Source: an optimization exercise on an open RTL-to-GDS flow (aim: small area and a short achievable clock period). Production flows keep margins and buffers that such runs may drop.
At most, simulation tests tie the RTL to the original design; equivalence was not proved.

==> run E: inputs <==
## mul_pipe
module mul_pipe(clk, reset, X1, X2, X3, X4, Y1, Y2, Y3, Y4, ans);
	input clk, reset;
	input [31:0] X1, Y1, X2, Y2, X3, Y3, X4, Y4;
	output [31:0] ans;
	wire f32 = |X1[31:16];
	wire        s0_1, s0_2, s0_3, s0_4;
	wire [7:0]  e0_1, e0_2, e0_3, e0_4;
	wire [23:0] a0_1, a0_2, a0_3, a0_4, b0_1, b0_2, b0_3, b0_4;
	unpack u1(f32, X1, Y1, s0_1, e0_1, a0_1, b0_1);
	unpack u2(f32, X2, Y2, s0_2, e0_2, a0_2, b0_2);
	unpack u3(f32, X3, Y3, s0_3, e0_3, a0_3, b0_3);
	unpack u4(f32, X4, Y4, s0_4, e0_4, a0_4, b0_4);
	wire [32:0] l0_1;
	mul_lo ml1(a0_1, b0_1[8:0], l0_1);
	wire [32:0] l0_2;
	mul_lo ml2(a0_2, b0_2[8:0], l0_2);
	wire [32:0] l0_3;
	mul_lo ml3(a0_3, b0_3[8:0], l0_3);
	wire [32:0] l0_4;
	mul_lo ml4(a0_4, b0_4[8:0], l0_4);
	reg        s1_1, s1_2, s1_3, s1_4;
	reg [7:0]  e1_1, e1_2, e1_3, e1_4;
	reg [23:0] a1_1, a1_2, a1_3, a1_4;
	reg [14:0] b1_1, b1_2, b1_3, b1_4;
	reg [32:0] l1_1, l1_2, l1_3, l1_4;
	always @(posedge clk) begin
		s1_1 <= s0_1; s1_2 <= s0_2; s1_3 <= s0_3; s1_4 <= s0_4;
		e1_1 <= e0_1; e1_2 <= e0_2; e1_3 <= e0_3; e1_4 <= e0_4;
		a1_1 <= a0_1; a1_2 <= a0_2; a1_3 <= a0_3; a1_4 <= a0_4;
		b1_1 <= b0_1[23:9]; b1_2 <= b0_2[23:9]; b1_3 <= b0_3[23:9]; b1_4 <= b0_4[23:9];
		l1_1 <= l0_1; l1_2 <= l0_2; l1_3 <= l0_3; l1_4 <= l0_4;
	end
	wire [47:0] p1;
	mul_hi mh1(a1_1, b1_1, l1_1, p1);
	wire [47:0] p2;
	mul_hi mh2(a1_2, b1_2, l1_2, p2);
	wire [47:0] p3;
	mul_hi mh3(a1_3, b1_3, l1_3, p3);
	wire [47:0] p4;
	mul_hi mh4(a1_4, b1_4, l1_4, p4);
	wire       gt12, gt34, gtp;
	wire [5:0] sh12, sh34, shp;
	wire [7:0] m12, m34, mp;
	expcmp c12(e1_1, e1_2, gt12, sh12, m12);
	expcmp c34(e1_3, e1_4, gt34, sh34, m34);
	expcmp cp(m12, m34, gtp, shp, mp);
	reg [47:0] p2_1, p2_2, p2_3, p2_4;
  ...
clock: 11.0 ns
lec_check: 0
cap_margin: 20
core_margin: 2
core_utilization: 55
place_density: 0.7
setup_slack_margin: 3.8
slew_margin: 20
tns_end_percent: 10
standard.sh (not shown) runs the stock make flow with config.mk's settings and CLKGATE_MAP_FILE= SYNTH_SCRIPT=/design/flow/synth_recipe.tcl, a recipe that flattens the netlist after the stock synthesis.
==> flow/flow/run.sh <==
#!/bin/bash
# Standard ORFS layout with two changes:
# - flow/polopt.py runs between synthesis and floorplan. It removes the
#   inverters that Yosys' full-adder extraction leaves between adder cells
#   (full adders are self-dual), without changing the logic function or any
#   register.
# - every input and output port is still buffered, but with buf_2 instead of
#   the delay cell (clkdlybuf4s50_1) that buffer_ports picks by default; the
#   resizer cannot swap a delay cell for a faster buffer later.
# Everything else is the standard flow.
set -euo pipefail
R=orfs/results/${FLOW_PLATFORM}/mul_pipe/base
export BUFFER_PORTS_ARGS="-buffer_cell sky130_fd_sc_hd__buf_2"
bash standard.sh synth > synth.log 2>&1
cp $R/1_2_yosys.v yosys_netlist.v
python3 flow/polopt.py yosys_netlist.v polopt_netlist.v > polopt.log 2>&1
cp polopt_netlist.v $R/1_2_yosys.v
touch $R/1_2_yosys.v
rm -f $R/1_synth.odb
bash standard.sh > layout.log 2>&1
Other scripts of this flow, unchanged in this note and not shown: flow/flow/polopt.py
==> run A (differences from run E) <==
--- a/flow/design.v
+++ b/flow/design.v
@@ -73,33 +73,27 @@
 	wire [50:0] x = {big[49], big};
 	wire [50:0] y = {sml_sh[49], sml_sh};
 	wire [50:0] tot, totm1;
 	add_sk51 at(x, y, tot);
 	add_sk51 am(~(x ^ y), {x[49:0] | y[49:0], 1'b0}, totm1);
 	wire        sgn = tot[50];
 	wire [49:0] mag = sgn ? ~totm1[49:0] : tot[49:0];
-	wire [12:0] nz;
-	wire [25:0] lz;
-	nibsum ns(mag, nz, lz);
 	reg        sgn4;
 	reg [7:0]  e4;
 	reg [49:0] mag4;
-	reg [12:0] nz4;
-	reg [25:0] lz4;
 	always @(posedge clk or posedge reset) begin
 		if (reset) begin
 			sgn4 <= 1'b0; e4 <= 8'd0;
 		end else begin
 			sgn4 <= sgn; e4 <= e3;
 		end
 	end
-	always @(posedge clk) begin
-		mag4 <= mag; nz4 <= nz; lz4 <= lz;
-	end
-	normpack np(sgn4, e4, mag4, nz4, lz4, ans);
+	always @(posedge clk)
+		mag4 <= mag;
+	normpack np(sgn4, e4, mag4, ans);
 endmodule
 module unpack(f32, X, Y, s, e, a, b);
 	input f32;
 	input [31:0] X, Y;
 	output s;
 	output [7:0] e;
 	output [23:0] a, b;
@@ -133,77 +127,53 @@
 	wire sbig   = gt ? sa : sb;
 	wire ssmall = gt ? sb : sa;
 	wire [47:0] sml_sh = sml >> sh;
 	wire [49:0] x = {2'b0, big} ^ {50{sbig}};
 	wire [49:0] y = {2'b0, sml_sh} ^ {50{ssmall}};
 	assign q = x + y + {48'd0, sbig & ssmall, sbig ^ ssmall};
 endmodule
-module normpack(sgn, e, mag, nz, lz, ans);
+module normpack(sgn, e, mag, ans);
 	input sgn;
 	input [7:0] e;
 	input [49:0] mag;
-	input [12:0] nz;	 
-	input [25:0] lz;	 
 	output [31:0] ans;
-	reg [5:0] lzc52;
+	reg [5:0] lzc;
 	integer i;
 	always @(*) begin
-		lzc52 = 6'd0;
-		for (i = 0; i < 13; i = i + 1)
-			if (nz[i]) lzc52 = {4'd12 - i[3:0], lz[2*i +: 2]};
+		lzc = 6'd50;
+		for (i = 0; i < 50; i = i + 1)
+			if (mag[i]) lzc = 6'd49 - i;
 	end
-	wire [51:0] n52 = {2'b0, mag} << lzc52;
-	wire [49:0] norm = n52[51:2];
+	wire [49:0] norm = mag << lzc;
 	wire [48:0] bl = norm[48:0];	 
-	wire zero = ~|nz;
+	wire zero = ~|mag;
 	wire flag = |mag[49:24];
-	wire [7:0] ebase = flag ? e + 8'd5 : e + 8'd31;
+	wire [7:0] ebase = flag ? e + 8'd3 : e + 8'd29;
 	wire [7:0] ez = e + 8'd30;
-	wire [7:0] eo = zero ? ez : ebase - {2'b0, lzc52};
+	wire [7:0] eo = zero ? ez : ebase - {2'b0, lzc};
 	wire f2 = flag & (|bl[48:26]);
 	wire [22:0] x23 = bl[48:26];
 	wire r23 = bl[25] & (bl[24] | (|bl[23:2]) | bl[26]);
 	wire [22:0] a23;
 	assign a23[0] = 1'b1;
 	genvar k;
 	generate for (k = 1; k < 23; k = k + 1) begin : g23
 		assign a23[k] = &x23[k-1:0];
 	end endgenerate
 	wire [22:0] m23 = x23 ^ (a23 & {23{r23}});
-	wire [9:0] m10a, m10b;
-	round10 ra(bl[48:28], m10a);
-	round10 rb(bl[22:2], m10b);
-	wire [9:0] m10 = flag ? m10b : m10a;
-	assign ans = f2 ? {sgn, eo, m23} : {16'b0, sgn, eo[4:0], m10};
-endmodule
-module nibsum(mag, nz, lz);
-	input [49:0] mag;
-	output [12:0] nz;
-	output [25:0] lz;
-	wire [51:0] m = {2'b0, mag};
-	genvar k;
-	generate for (k = 0; k < 13; k = k + 1) begin : g
-		wire [3:0] q = m[4*k+3:4*k];
-		assign nz[k] = |q;
-		assign lz[2*k+1] = ~(q[3] | q[2]);
-		assign lz[2*k] = ~q[3] & (q[2] | ~q[1]);
+	wire [20:0] w = flag ? bl[22:2] : bl[48:28];
+	wire [9:0] x10 = w[20:11];
+	wire r10 = w[10] & (w[9] | (|w[8:0]) | w[11]);
+	wire [9:0] a10;
+	assign a10[0] = 1'b1;
+	generate for (k = 1; k < 10; k = k + 1) begin : g10
+		assign a10[k] = &x10[k-1:0];
 	end endgenerate
-endmodule
-module round10(w, m);
-	input [20:0] w;
-	output [9:0] m;
-	wire [9:0] x = w[20:11];
-	wire r = w[10] & (w[9] | (|w[8:0]) | w[11]);
-	wire [9:0] a;
-	assign a[0] = 1'b1;
-	genvar k;
-	generate for (k = 1; k < 10; k = k + 1) begin : g
-		assign a[k] = &x[k-1:0];
-	end endgenerate
-	assign m = x ^ (a & {10{r}});
+	wire [9:0] m10 = x10 ^ (a10 & {10{r10}});
+	assign ans = f2 ? {sgn, eo, m23} : {16'b0, sgn, eo[4:0], m10};
 endmodule
 module mul_lo(a, b, p);
 	input [23:0] a;
 	input [8:0] b;
 	output [32:0] p;
 	wire pp0_0, pp0_1, pp0_2, pp0_3, pp0_4, pp0_5, pp0_6, pp0_7, pp0_8, pp1_0, pp1_1, pp1_2, pp1_3, pp1_4, pp1_5, pp1_6;
 	wire pp1_7, pp1_8, pp2_0, pp2_1, pp2_2, pp2_3, pp2_4, pp2_5, pp2_6, pp2_7, pp2_8, pp3_0, pp3_1, pp3_2, pp3_3, pp3_4;
==> flow/flow/run.sh (replaced) <==
#!/bin/bash
# Standard ORFS layout with one extra step between synthesis and floorplan:
# flow/polopt.py removes the inverters that Yosys' full-adder extraction leaves
# between adder cells (full adders are self-dual), without changing the logic
# function or any register. Everything else is the standard flow.
set -euo pipefail
R=orfs/results/${FLOW_PLATFORM}/mul_pipe/base
bash standard.sh synth > synth.log 2>&1
cp $R/1_2_yosys.v yosys_netlist.v
python3 flow/polopt.py yosys_netlist.v polopt_netlist.v > polopt.log 2>&1
cp polopt_netlist.v $R/1_2_yosys.v
touch $R/1_2_yosys.v
rm -f $R/1_synth.odb
bash standard.sh > layout.log 2>&1
Settings changed: CTS_BUF_LIST from default to sky130_fd_sc_hd__clkbuf_8, SETUP_SLACK_MARGIN 3.8 to 3.7, TNS_END_PERCENT 10 to default.
==> run P (differences from run E) <==
==> flow/flow/run.sh (replaced) <==
#!/bin/bash
# Standard ORFS layout with one extra step between synthesis and floorplan:
# flow/polopt.py removes the inverters that Yosys' full-adder extraction leaves
# between adder cells (full adders are self-dual), without changing the logic
# function or any register. Everything else is the standard flow.
set -euo pipefail
R=orfs/results/${FLOW_PLATFORM}/mul_pipe/base
bash standard.sh synth > synth.log 2>&1
cp $R/1_2_yosys.v yosys_netlist.v
python3 flow/polopt.py yosys_netlist.v polopt_netlist.v > polopt.log 2>&1
cp polopt_netlist.v $R/1_2_yosys.v
touch $R/1_2_yosys.v
rm -f $R/1_synth.odb
bash standard.sh > layout.log 2>&1
Settings changed: SETUP_SLACK_MARGIN 3.8 to 3.5.
==> run notes <==
metric	run P	run E	run A
Status	finished clean	finished clean	finished clean
Cell count along the critical path	18	18	22
Met2 routed WL	160000 um	157000 um	162000 um
Met1 Resource Use GR	46.5%	45.9%	46.8%
Final Critical Period	7.67 ns	7.40 ns	8.09 ns
CTS clock-pin slew for the worst setup and hold paths	0.06 ns	0.06 ns	0.05 ns
Via/cell ratio	6.17	6.17	6.24
Count of H-tree levels built during CTS	3	3	4
Crit. Startpoint	nz4[5]	nz4[2]	mag4[5]
Placed standard-cell area	114000 um2	113000 um2	114000 um2
Gr usage total	34.7%	34.1%	36.2%
Finished Layout Cells	14500	14500	14700
Maximum clock frequency	0.130 GHz	0.135 GHz	0.124 GHz
Data arrival time at the worst-slack endpoint	5.47 ns	5.20 ns	5.89 ns
# diodes	14	6	23
No functional check of the RTL was part of run A.

==> static timing again, ports no longer ideal <==
How much do the figures lean on ideal ports? The routed layouts below were timed once more, with nothing changed but the port constraints.
Step 1, drivers: a clkbuf_16 drives clk and a buf_2 each remaining input, both assumed.
Step 2, shift: input delay + t, output delay - t, t = (earliest + latest rising clock arrival at the registers) / 2. This alone moves slack from input paths to output paths.
Slacks: no drivers / after step 1 / after step 2; pairs: no drivers / after step 1.
run	t (ns)	slack for setup (ns)	worst setup path after step 2	slew at the worst register clock pin (ns)	cell pins on the clock port's net
run E	0.819	3.603 / 3.516 / 3.091	input to register	0.08 / 0.08	1
run A	0.979	2.908 / 2.820 / 2.381	input to register	0.07 / 0.07	1
run P	0.812	3.333 / 3.247 / 2.673	input to register	0.08 / 0.08	1
After both steps every run listed still meets setup and hold. The setup slack of run P, which loses most, moves by -0.086 ns with the drivers and by -0.660 ns with both steps.
